What follows belongs to an exercise in optimizing a design on an open flow for small area and a short achievable clock period; a production flow would make more cautious choices.

==> inputs of maple <==
## g_poker_core
module g_poker_core (
	clock,
	reset_c,
	bet_c,
	betup_c,
	betdw_c,
	start_c,
	hold_c0,
	hold_c1,
	hold_c2,
	hold_c3,
	hold_c4,
	draw_c,
	double_c,
	high_c,
	low_c,
	suit_c,
	hand_c,
	select,
	hold_o0,
	hold_o1,
	hold_o2,
	hold_o3,
	hold_o4,
	Pnum0,
	Pnum1,
	Pnum2,
	Pnum3,
	Pnum4,
	suit0,
	suit1,
	suit2,
	suit3,
	suit4,
	nnum0,
	nnum1,
	nnum2,
	nnum3,
	nnum4,
	nsuit0,
	nsuit1,
	nsuit2,
	nsuit3,
	nsuit4,
	hand_r,
	Dnum0,
	Dnum1,
	highlow,
	highlow_ro,
	wager_b,
	mih_b
);
clock: 14.0 ns
lec_check: 0
cap_margin: 20
core_margin: 2
core_utilization: 50
slew_margin: 20
run.sh (not shown) runs the stock make flow with config.mk's settings and CLKGATE_MAP_FILE= SYNTH_SCRIPT=/design/flow/synth_recipe.tcl, a recipe that flattens the netlist after the stock synthesis.
==> inputs of garnet, as changes to maple <==
Settings changed: ABC_AREA set to 1.
==> inputs of nickel, as changes to maple <==
--- a/flow/design.v
+++ b/flow/design.v
@@ -174,89 +174,133 @@
 		hold_r <= hold_n;
 		hl_r <= hl_n;
 		updown <= updown_n;
 	end
 end
 assign select = sel_r;
 assign {hold_o4, hold_o3, hold_o2, hold_o1, hold_o0} = hold_r;
 assign highlow = hl_r;
-reg [15:0] wager_o, mih_o;
+reg [15:0] wager_o;
+reg [15:0] mih_d;
 reg [15:0] money_r;
 reg [15:0] wager1;
-wire        w_ge = (wager_o >= money_r);
-wire [15:0] w_c  = w_ge ? money_r : wager_o;
-reg  [15:0] wager_n;
+wire        w_ge  = (wager_o >= money_r);
+wire        w_gt10 = (wager_o > 16'd10);
+wire        m_gt10 = (money_r > 16'd10);
+wire [15:0] w_p10 = wager_o + 16'd10;
+wire [15:0] w_m10 = wager_o - 16'd10;
+wire [15:0] m_m10 = money_r - 16'd10;
+wire [15:0] x0    = money_r - wager_o;
+wire [15:0] x_m10 = money_r - wager_o - 16'd10;
+wire [15:0] x_p10 = money_r - wager_o + 16'd10;
+reg  [15:0] wager_n, mih_d_n;
 always @* begin
-	if (updown == 2'b01) wager_n = w_ge ? money_r : wager_o + 16'd10;
-	else if (updown == 2'b10) wager_n = (w_c > 16'd10) ? w_c - 16'd10 : w_c;
-	else wager_n = w_c;
+	if (updown == 2'b01) begin
+		wager_n = w_ge ? money_r : w_p10;
+		mih_d_n = w_ge ? 16'd0 : x_m10;
+	end
+	else if (updown == 2'b10) begin
+		if (w_ge) begin
+			wager_n = m_gt10 ? m_m10 : money_r;
+			mih_d_n = m_gt10 ? 16'd10 : 16'd0;
+		end
+		else begin
+			wager_n = w_gt10 ? w_m10 : wager_o;
+			mih_d_n = w_gt10 ? x_p10 : x0;
+		end
+	end
+	else begin
+		wager_n = w_ge ? money_r : wager_o;
+		mih_d_n = w_ge ? 16'd0 : x0;
+	end
 end
 always @(posedge clock or negedge reset_c) begin
 	if (~reset_c) begin
 		wager_o <= 16'd10;
-		mih_o <= 16'd1000;
+		mih_d <= 16'd990;
 	end
 	else if (bet_s) begin
 		wager_o <= wager_n;
-		mih_o <= money_r;
+		mih_d <= mih_d_n;
 	end
 end
 reg  [3:0] hand_q;
 reg  [1:0] hlr_v;        
-wire [15:0] diff = mih_o - wager_o;
-reg  [15:0] kw;
-reg         pay, nopay;
+reg  [15:0] t1, t2, t3;
+reg         cin, pay, nopay;
+wire [15:0] w = wager_o;
 always @* begin
+	t1 = 16'd0;
+	t2 = 16'd0;
+	t3 = 16'd0;
+	cin = 1'b0;
 	pay = 1'b1;
 	nopay = 1'b0;
 	case (hand_q)
-		4'b0010, 4'b0011: kw = wager_o;
-		4'b0100: kw = {wager_o[14:0], 1'b0};
-		4'b0101: kw = {wager_o[13:0], 2'b0};
-		4'b0110: kw = wager_o * 16'd5;
-		4'b0111: kw = wager_o * 16'd10;
-		4'b1000: kw = wager_o * 16'd15;
-		4'b1010: kw = wager_o * 16'd100;
-		default: begin kw = 16'd0; pay = 1'b0; nopay = (hand_q[3:1] == 3'b000); end
+		4'b0010, 4'b0011: t1 = w;
+		4'b0100: t1 = {w[14:0], 1'b0};
+		4'b0101: t1 = {w[13:0], 2'b0};
+		4'b0110: begin t1 = {w[13:0], 2'b0}; t2 = w; end
+		4'b0111: begin t1 = {w[12:0], 3'b0}; t2 = {w[14:0], 1'b0}; end
+		4'b1000: begin t1 = {w[11:0], 4'b0}; t2 = ~w; cin = 1'b1; end
+		4'b1010: begin t1 = {w[9:0], 6'b0}; t2 = {w[10:0], 5'b0}; t3 = {w[13:0], 2'b0}; end
+		default: begin pay = 1'b0; nopay = (hand_q[3:1] == 3'b000); end
 	endcase
-end
-reg [15:0] money_n, wager1_n;
-always @* begin
-	money_n = money_r;
-	wager1_n = wager1;
-	if (game_s == 2'b01) begin
-		if (pay) begin wager1_n = kw; money_n = diff + kw; end
-		else if (nopay) money_n = diff;
-	end
-	else if (game_s == 2'b11) begin
-		if (hlr_v == 2'b01) begin wager1_n = {wager1[14:0], 1'b0}; money_n = diff + {wager1[14:0], 1'b0}; end
-		else if (hlr_v == 2'b10) money_n = diff + wager1;
-		else if (hlr_v == 2'b11) money_n = diff;
+	if (game_s == 2'b11) begin
+		t1 = (hlr_v == 2'b01) ? {wager1[14:0], 1'b0} : (hlr_v == 2'b10) ? wager1 : 16'd0;
+		t2 = 16'd0;
+		t3 = 16'd0;
+		cin = 1'b0;
 	end
 end
+wire [15:0] ks = t1 ^ t2 ^ t3;
+wire [15:0] kc = (t1 & t2) | (t1 & t3) | (t2 & t3);
+wire [15:0] ms = mih_d ^ ks ^ {kc[14:0], cin};
+wire [15:0] mc = (mih_d & ks) | (mih_d & {kc[14:0], cin}) | (ks & {kc[14:0], cin});
+wire [15:0] kw = ks + {kc[14:0], cin};
+wire [15:0] msum = ms + {mc[14:0], 1'b0};
+wire m_en = ((game_s == 2'b01) & (pay | nopay)) | ((game_s == 2'b11) & (hlr_v != 2'b00));
+wire w1_en = ((game_s == 2'b01) & pay) | ((game_s == 2'b11) & (hlr_v == 2'b01));
 always @(posedge clock or negedge reset_c) begin
 	if (~reset_c) begin
 		money_r <= 16'd1000;
 		wager1 <= 16'd0;
 	end
 	else begin
-		money_r <= money_n;
-		wager1 <= wager1_n;
+		if (m_en) money_r <= msum;
+		if (w1_en) wager1 <= kw;
 	end
 end
+function [3:0] add3;
+	input [3:0] x;
+	case (x)
+		4'd5: add3 = 4'd8;
+		4'd6: add3 = 4'd9;
+		4'd7: add3 = 4'd10;
+		4'd8: add3 = 4'd11;
+		4'd9: add3 = 4'd12;
+		default: add3 = x;
+	endcase
+endfunction
 function [15:0] bcd;
 	input [15:0] v;
-	reg [15:0] b1000, b100, b10, b1;
+	reg [35:0] s;
+	integer k;
 	begin
-		b1000 = v / 16'd1000;
-		b100 = v % 16'd1000 / 16'd100;
-		b10 = v % 16'd100 / 16'd10;
-		b1 = v % 16'd10;
-		bcd = {b1000[3:0], b100[3:0], b10[3:0], b1[3:0]};
+		s = {20'd0, v};
+		for (k = 0; k < 16; k = k + 1) begin
+			s[19:16] = add3(s[19:16]);
+			s[23:20] = add3(s[23:20]);
+			s[27:24] = add3(s[27:24]);
+			s[31:28] = add3(s[31:28]);
+			s = s << 1;
+		end
+		bcd[11:0] = s[27:16];
+		bcd[15:12] = ({s[34:32], 1'b0} ^ {s[32], 3'b000}) + s[31:28];
 	end
 endfunction
 function [15:0] inc10;
 	input [15:0] d;
 	reg c1, c2;
 	begin
 		c1 = (d[7:4] == 4'd9);
 		c2 = c1 & (d[11:8] == 4'd9);
@@ -279,17 +323,17 @@
 	end
 endfunction
 reg [15:0] wb_r, hb_r, wb_n;
 wire [15:0] money_b = bcd(money_r);
 wire [16:0] w_up = {1'b0, wager_o} + 17'd10;
 wire [15:0] w_cb = w_ge ? hb_r : wb_r;
 always @* begin
 	if (updown == 2'b01) wb_n = w_ge ? hb_r : (w_up[16] ? {12'd0, w_up[3:0]} : inc10(wb_r));
-	else if (updown == 2'b10) wb_n = (w_c > 16'd10) ? dec10(w_cb) : w_cb;
+	else if (updown == 2'b10) wb_n = (w_ge ? m_gt10 : w_gt10) ? dec10(w_cb) : w_cb;
 	else wb_n = w_ge ? money_b : wb_r;
 end
 always @(posedge clock or negedge reset_c) begin
 	if (~reset_c) begin
 		wb_r <= 16'h0010;
 		hb_r <= 16'h1000;
 	end
 	else if (bet_s) begin
@@ -398,34 +442,51 @@
 		if (draw_s) begin
 			nn <= nn_n;
 			ns <= ns_n;
 		end
 	end
 end
 assign {nnum4, nnum3, nnum2, nnum1, nnum0} = nn;
 assign {nsuit4, nsuit3, nsuit2, nsuit1, nsuit0} = ns;
-function [19:0] sort5;
-	input [19:0] v;
-	reg [3:0] x0, x1, x2, x3, x4, t;
+function lt4;
+	input [3:0] x;
+	input [3:0] y;
+	lt4 = (~x[3] & y[3]) |
+	      (~(x[3] ^ y[3]) & ((~x[2] & y[2]) |
+	       (~(x[2] ^ y[2]) & ((~x[1] & y[1]) |
+	        (~(x[1] ^ y[1]) & ~x[0] & y[0])))));
+endfunction
+wire [3:0] c0 = nn[3:0], c1 = nn[7:4], c2 = nn[11:8], c3 = nn[15:12], c4 = nn[19:16];
+wire b10 = ~lt4(c1, c0), b20 = ~lt4(c2, c0), b30 = ~lt4(c3, c0), b40 = ~lt4(c4, c0);
+wire b21 = ~lt4(c2, c1), b31 = ~lt4(c3, c1), b41 = ~lt4(c4, c1);
+wire b32 = ~lt4(c3, c2), b42 = ~lt4(c4, c2);
+wire b43 = ~lt4(c4, c3);
+wire [3:0] bf0 = {~b40, ~b30, ~b20, ~b10};
+wire [3:0] bf1 = {~b41, ~b31, ~b21, b10};
+wire [3:0] bf2 = {~b42, ~b32, b21, b20};
+wire [3:0] bf3 = {~b43, b32, b31, b30};
+wire [3:0] bf4 = {b43, b42, b41, b40};
+function [4:0] onehot_count;
+	input [3:0] x;
+	reg [2:0] n;
 	begin
-		{x4, x3, x2, x1, x0} = v;
-		if (x0 > x1) begin t = x0; x0 = x1; x1 = t; end
-		if (x3 > x4) begin t = x3; x3 = x4; x4 = t; end
-		if (x2 > x4) begin t = x2; x2 = x4; x4 = t; end
-		if (x2 > x3) begin t = x2; x2 = x3; x3 = t; end
-		if (x0 > x3) begin t = x0; x0 = x3; x3 = t; end
-		if (x0 > x2) begin t = x0; x0 = x2; x2 = t; end
-		if (x1 > x4) begin t = x1; x1 = x4; x4 = t; end
-		if (x1 > x3) begin t = x1; x1 = x3; x3 = t; end
-		if (x1 > x2) begin t = x1; x1 = x2; x2 = t; end
-		sort5 = {x4, x3, x2, x1, x0};
+		n = x[0] + x[1] + x[2] + x[3];
+		onehot_count = 5'd1 << n;
 	end
 endfunction
-wire [19:0] srt = sort5(nn);
+wire [4:0] r0 = onehot_count(bf0), r1 = onehot_count(bf1), r2 = onehot_count(bf2),
+           r3 = onehot_count(bf3), r4 = onehot_count(bf4);
+reg [19:0] srt;
+integer k;
+always @* begin
+	for (k = 0; k < 5; k = k + 1)
+		srt[4*k +: 4] = ({4{r0[k]}} & c0) | ({4{r1[k]}} & c1) | ({4{r2[k]}} & c2) |
+		                ({4{r3[k]}} & c3) | ({4{r4[k]}} & c4);
+end
 wire [3:0] a0 = srt[3:0], a1 = srt[7:4], a2 = srt[11:8], a3 = srt[15:12], a4 = srt[19:16];
 wire e01 = (a0 == a1);
 wire e12 = (a1 == a2);
 wire e23 = (a2 == a3);
 wire e34 = (a3 == a4);
 wire flush = (ns[2:0] == ns[5:3]) & (ns[2:0] == ns[8:6]) & (ns[2:0] == ns[11:9]) &
              (ns[2:0] == ns[14:12]);
 wire [3:0] d20 = a2 - a0;
Settings changed: ABC_AREA set to 0, ABC_CLOCK_PERIOD_IN_PS set to 4000.
==> inputs of tundra, as changes to maple <==
--- a/flow/design.v
+++ b/flow/design.v
@@ -238,25 +238,42 @@
 		money_r <= 16'd1000;
 		wager1 <= 16'd0;
 	end
 	else begin
 		money_r <= money_n;
 		wager1 <= wager1_n;
 	end
 end
+function [3:0] add3;
+	input [3:0] x;
+	case (x)
+		4'd5: add3 = 4'd8;
+		4'd6: add3 = 4'd9;
+		4'd7: add3 = 4'd10;
+		4'd8: add3 = 4'd11;
+		4'd9: add3 = 4'd12;
+		default: add3 = x;
+	endcase
+endfunction
 function [15:0] bcd;
 	input [15:0] v;
-	reg [15:0] b1000, b100, b10, b1;
+	reg [35:0] s;
+	integer k;
 	begin
-		b1000 = v / 16'd1000;
-		b100 = v % 16'd1000 / 16'd100;
-		b10 = v % 16'd100 / 16'd10;
-		b1 = v % 16'd10;
-		bcd = {b1000[3:0], b100[3:0], b10[3:0], b1[3:0]};
+		s = {20'd0, v};
+		for (k = 0; k < 16; k = k + 1) begin
+			s[19:16] = add3(s[19:16]);
+			s[23:20] = add3(s[23:20]);
+			s[27:24] = add3(s[27:24]);
+			s[31:28] = add3(s[31:28]);
+			s = s << 1;
+		end
+		bcd[11:0] = s[27:16];
+		bcd[15:12] = ({s[34:32], 1'b0} ^ {s[32], 3'b000}) + s[31:28];
 	end
 endfunction
 function [15:0] inc10;
 	input [15:0] d;
 	reg c1, c2;
 	begin
 		c1 = (d[7:4] == 4'd9);
 		c2 = c1 & (d[11:8] == 4'd9);
Settings changed: ABC_AREA set to 1.
==> metrics.md <==
| Metric | Value |
|---|---|
| Fin crit period | between 7 and 8 ns |
| Period utilization | 0.563 |
| DR WL/cell | 20.9 µm |
| Synth Area in Adders | 0.0960 |
| Largest net degree at the start of global routing | 110 |
| Status | complete, no violations |
That was nickel.
==> metrics.md <==
| Metric | Value |
|---|---|
| Largest net degree at the start of global routing | 187 |
| Synth Area in Adders | 0.123 |
| Period utilization | 0.863 |
| Clock sink count | about 270 |
| Status | complete, no violations |
That was maple.
==> metrics.md <==
| Metric | Value |
|---|---|
| Period utilization | 0.779 |
| Status | complete, no violations |
| Cell area after synthesis | 29,400 µm² |
| Fin crit period | between 10 and 15 ns |
| Synth Area in Adders | 0.123 |
| DR WL/cell | 16.9 µm |
That was garnet.
==> metrics.md <==
| Metric | Value |
|---|---|
| Status | complete, no violations |
| Leading post-synthesis cells by cell area | dfrtp_1 (23%), nand2_1 (11%), ha_1 (11%) |
| Layout cells sized above 1 | 0.0640 |
| DR WL/cell | ~18 µm |
| Tap cells | 672 |
| Mean Syn Cell Area | between 6 and 7 µm² |
| Initial antenna violation count | 7 |
| Final Max Slew Viols | 0 |
| Largest net degree at the start of global routing | 96 |
That was tundra.
No functional check of the RTL was part of any run of this note.

afterwards: timing with drivers on the ports:
The flow's constraints put no driver on any port. The routed layouts listed below were extracted and timed again, unchanged, in two steps. Step 1, drivers: a clkbuf_16 drives clock and a buf_2 each remaining input, both assumed. Step 2 also shifts input and output timing later by t, the mid clock arrival at the registers, as if the neighbouring blocks saw the same clock. Slacks: ideal / step 1 / step 2; pairs: ideal / step 1.
run	t (ns)	setup WS [ns]	worst slew at a driven data input, ns
maple	0.622	1.914 / 1.914 / 1.914	0.11
garnet	0.625	3.091 / 3.091 / 3.091	0.07
nickel	0.629	6.118 / 6.118 / 6.118	0.05
tundra	0.609	2.343 / 2.343 / 2.343	0.10
After both steps every run listed still meets setup and hold.
